This is an optimization exercise on Yosys and OpenROAD, whose aim is small area, not a production implementation.
No functional check of the RTL was part of any run shown here.

## flow/design.v (module list and top-level ports; edited modules follow where they fit)
// module fft1_fa: 4 lines
// module fft1_x2: 3 lines
// module fft1_xn2: 3 lines
// module fft1_an2: 3 lines
// module fft1_nd2: 3 lines
// module fft1_or2: 3 lines
// module fft1_nr2: 3 lines
// module fft1_or4: 3 lines
// module fft1_or3: 3 lines
// module fft1_nd4: 3 lines
// module fft1_nd3: 3 lines
// module fft1_nd2b: 3 lines
// module fft1_mj: 3 lines
// module fft_1: 3985 lines
module fft_1(reset, x_re0, x_re1, x_im0, x_im1, y_re0, y_re1, y_im0, y_im1, x_re2, x_re3, x_re4, x_re5, x_re6, x_re7, x_im2, x_im3, x_im4, x_im5, x_im6, x_im7, y_re2, y_re3, y_re4, y_re5, y_re6, y_re7,  y_im2, y_im3, y_im4, y_im5, y_im6, y_im7, clk);
  // ...
==> flow/flow/run.sh <==
#!/bin/bash
# Standard ORFS layout, with the port buffers made of the smallest buffer
# (buffer_ports otherwise picks clkdlybuf4s50_1, a delay cell).
set -euo pipefail
export BUFFER_PORTS_ARGS="-buffer_cell sky130_fd_sc_hd__buf_1"
bash standard.sh > standard.log 2>&1
==> flow/standard.sh <==
#!/bin/bash
# synth_recipe.tcl (not shown) runs the flow's synth.tcl, then flattens the netlist and writes it again
# the make line also repeats each setting of config.mk as NAME=value (left out here)
make -C /OpenROAD-flow-scripts/flow DESIGN_CONFIG=/design/flow/config.mk WORK_HOME=/design/flow/orfs CLKGATE_MAP_FILE= SYNTH_SCRIPT=/design/flow/synth_recipe.tcl "${@:-finish}"
==> flow/config.mk <==
export PLATFORM = sky130hd
export DESIGN_NAME = fft_1
export DESIGN_NICKNAME = fft_1
export VERILOG_FILES = /design/flow/design.v
export SDC_FILE = /design/flow/constraint.sdc
export NUM_CORES = 4
export LEC_CHECK = 0
export CAP_MARGIN = 20
export CORE_MARGIN = 2
export CORE_UTILIZATION = 60
export CTS_BUF_LIST = sky130_fd_sc_hd__clkbuf_4
export CTS_CLUSTER_DIAMETER = 50
export CTS_CLUSTER_SIZE = 10
export PLACE_DENSITY = 0.7
export SLEW_MARGIN = 20
export SYNTH_HIERARCHICAL = 1
==> flow/constraint.sdc <==
create_clock -name core_clock -period 25.0 [get_ports {clk}]
set_input_delay 5.0000 -clock core_clock [delete_from_list [all_inputs] [get_ports {clk}]]
set_output_delay 5.0000 -clock core_clock [all_outputs]
set_load 0.01 [all_outputs]
==> flow_summary.yaml, run 1 <==
run_status:
  status: "no timing/DRC/antenna violations"
drt:
  met2WireLength_mm: 48.8
  vias: 18800
  route.detailed.drc: 0
global_route:
  track_usage_pct: 34.7
  grtUsageMet2_pct: 58.7
  grt.busiest_layer: "met2"
  use_met1_pct: 46.7
min_path:
  holdPathEnd: "stage2[169]"
  hold_depth: 1
setup_path:
  end_kind: "flip-flop"
  cp_data_required_time_ns: 25.52
  critPathLaunchType: "primary input"
  slowest_delay_ns: 0.61
synth:
  synth.top_cells.by_area: "fa_1 65%, edfxtp_1 23%, inv_1 5.2%, xor2_1 3.3%, xnor2_1 2.1%"
  yosysTopAreaCell: "fa_1"
  synth_cell_types: 14
  yosysMostFrequentCell: "fa_1"
  synthXorXnorAreaFrac_pct: 5.42
  async_flop_share_pct: 0
cells_and_area:
  nets: 4049
  clkCellAreaFrac_pct: 1.59
  fin_area_um2: 37300
  n_antenna_cell: 5
  seq_share_pct: 20.3
  fillCellCount: 4120
  top_register: "stage2"
  multiInputGateArea_um2: 24300
floorplan:
  num_rows: 86
  tap_cells: 748
  dieArea_um2: 57900
  die_h_um: 241
  start_util_pct: 60.9
sta:
  setup_tns_ns: 0
  slew_headroom_pct: 31.6
  fin_crit_ns: 18.16
run:
  cap_viol_max_count: 0
place:
  place.detailed.hpwl_mm: 88.0
==> run 2: changes to the inputs <==
--- a/flow/config.mk
+++ b/flow/config.mk
@@ -6,5 +6,5 @@
 export NUM_CORES = 4
 export LEC_CHECK = 0
-export CAP_MARGIN = 20
+export CAP_MARGIN = 0
 export CORE_MARGIN = 2
 export CORE_UTILIZATION = 60
@@ -13,4 +13,4 @@
 export CTS_CLUSTER_SIZE = 10
 export PLACE_DENSITY = 0.7
-export SLEW_MARGIN = 20
+export SLEW_MARGIN = 0
 export SYNTH_HIERARCHICAL = 1
==> flow_summary.yaml, run 2 <==
sta:
  worst-slew-pin-transition_ns: 1.12
  setup_tns_ns: 0
  fmax_mhz: 55.1
  setup_violations: 0
  rsz0062_at_grt: "no"
  slew_headroom_pct: 25.6
  post-route-period-util_pct: 72.6
  fin_crit_ns: 18.15
  hold_viol_final: 0
  drv_slew: 0
cts:
  cts_resized: 0
  cts_tree: "done"
  numClockSinks: 252
  path_clk_slew_ns: 0.11
  cts_made_buffers: 42
  hold_buffers: 0
  htree_levels: 2
  clock_path_buffers: 3
  post-cts-setup-buffer-count: 0
  cts_root_buf: "clkbuf_4"
drt:
  vias_per_cell: 5.41
  drt_iter0_markers: 1174
  route.detailed.drc: 0
  antenna_left: 0
  wl_per_cell_um: 27.0
  finalWirelength_mm: 93.9
  vias: 18800
  first_pass_iters: 5
floorplan:
  die_h_um: 241
  dieArea_um2: 57900
  num_rows: 86
  coreArea_um2: 55200
  ios: 514
  fp.dieW_um: 241
  start_util_pct: 60.9
synth:
  ys_seq_elements: 252
  synth_nets: 3476
  async_flop_share_pct: 0
  synth_cells: 2128
  yosys-top-cells-count: "1,090 x fa_1, 465 x inv_1, 252 x edfxtp_1"
  yosys.area.top_type_share_pct: 64.9
  syn_area_um2: 33600
  yosysMostFrequentCell: "fa_1"
  synth.top_cells.by_area: "fa_1 65%, edfxtp_1 23%, inv_1 5.2%, xor2_1 3.3%, xnor2_1 2.1%"
  yosysWarnings: 7
  synth_cell_types: 14
  yosysSeqAreaShare_pct: 22.5
  dominantRegCellSynth: "edfxtp_1"
  yosysTopAreaCell: "fa_1"
  synth_edf_count: 252
  syn-mean-instance-area_um2: 15.8
cells_and_area:
  synthToLayoutAreaGrowth_pct: 10.7
  final_common_cell: "fa_1"
  drive_gt1_share_pct: 3.45
  top_register: "stage2"
  stdcell_count: 3481
  fin_area_um2: 37200
  top_regs: "stage2 (252)"
  nets: 4048
  mostFrequentLayoutCells: "1,090 x fa_1, 512 x buf_1, 465 x inv_1"
  largest_reg_flops: 252
setup_path:
  cp_data_required_time_ns: 25.52
  cp_top_family: "adder cells"
  arrival_ns: 18.66
  slowest_delay_ns: 0.65
  cp_common_cell: "fa_1"
  end_kind: "flip-flop"
  critPathKind: "in -> reg"
  critPathLaunchType: "primary input"
  path_buf_inv: 3
  crit_fanout: 4
  cp_slowest_cell: "fa_1"
min_path:
  holdPathEnd: "stage2[169]"
  hold_depth: 1
  min_path_type: "in -> reg"
  worstHoldStart: "reset"
place:
  place.detailed.hpwl_mm: 88.0
  place_area_um2: 36600
  place_inst: 3404
  portBuffers: 513
  gp_congestion: 1.00
global_route:
  grt.overflow.total: 0
  track_usage_pct: 34.7
  grt_pass1_vias: 21800
  grt_pass1_wl_mm: 137
  antenna_found_initial: 7
  grt_max_degree: 90
run_status:
  status: "no timing/DRC/antenna violations"
run:
  cap_viol_max_count: 0
run 2: per-layer routing:
metal	global-route usage (%)	vias up	wire [um]
met5	0	-	0
met4	10.9	0	3260
met3	6.34	151	6940
met2	58.7	754	48700
met1	46.7	10500	35000
li1	-	7426	-
run 2: Yosys stat by module (local to each module, per instance):
module / cell area (um2) / times used
fft1_an2: 6.26 / 8
fft1_fa: 20.0 / 1090
fft1_mj: 11.3 / 13
fft1_nd2: 3.75 / 7
fft1_nd2b: 6.26 / 24
fft1_nd4: 6.26 / 5
fft1_nr2: 3.75 / 40
fft1_or2: 6.26 / 11
fft1_or3: 6.26 / 3
fft1_or4: 7.51 / 2
fft1_x2: 8.76 / 127
fft1_xn2: 8.76 / 81
fft_1: 9310 / 1
run 2: cells by family (layout without fill, tap and decap cells):
group | count (synthesis) | in the layout | share of synthesized area (%)
buffers and inverters | 465 | 1064 | 5.19
xor gates and xnor gates | 208 | 208 | 5.42
and+or+nand+nor | 100 | 100 | 1.52
adders and majority gates | 1103 | 1103 | 65.4
DFF | 252 | 252 | 22.5
other | 0 | 6 | 0
run 2: how the worst max path moves through the flow:
stage | endpoint | slack (ns) | cells after the start | start
2_1_floorplan | stage2[205] | 6.99 | 35 | x_re4[0]
3_3_place_gp | stage2[205] | 6.24 | 36 | x_re0[0]
3_5_place_dp | stage2[205] | 5.93 | 36 | x_re0[0]
4_1_cts | stage2[205] | 6.86 | 36 | x_re0[0]
5_1_grt | stage2[205] | 6.44 | 36 | x_re0[0]
6_report | stage2[205] | 6.85 | 36 | x_re0[0]
run 2: final cells by class:
cell class / count / area (um2)
antenna: 6 / 15.0
clock buffer: 47 / 353
clock inverter: 24 / 239
fill: 4128 / 18000
inverter: 465 / 1750
multi-input combinational: 1411 / 24300
sequential: 252 / 7570
tap: 748 / 936
timing repair buffer: 528 / 2040
run 2: per-stage QoR:
step / util [%] / worst slack (ns) / hold WS, ns
floorplan: - / 6.99 / 5.11
CTS: 67.4 / 6.86 / 4.71
finish: 67.4 / 6.85 / 4.77
global route: 67.4 / 6.44 / 4.75
global placement: 66.3 / 6.24 / 5.54
detailed placement: 66.3 / 5.93 / 5.54

-- re-timing with driven ports --
How much do the figures lean on ideal ports? The routed layouts below were timed once more, with nothing changed but the port constraints. Step 1, drivers: a clkbuf_16 drives clk and a buf_2 each remaining input, both assumed. Step 2 moves the port delays by t, midway between the first and last clock arrival at a register: inputs arrive t later, outputs are due t later. That takes back most of the time a late clock gives input paths. Slacks: ideal / step 1 / step 2; pairs: ideal / step 1.
run	shift t [ns]	setup WS [ns]	worst hold slack (ns)	worst slew at a driven data input, ns
run 1	0.794	6.843 / 6.869 / 6.075	4.776 / 4.743 / 5.537	0.09
run 2	0.791	6.854 / 6.883 / 6.092	4.771 / 4.738 / 5.529	0.09
After both steps setup and hold are still met in every run listed. For run 1, which loses most, drivers alone change the setup slack by +0.026 ns; drivers and shift together by -0.768 ns.
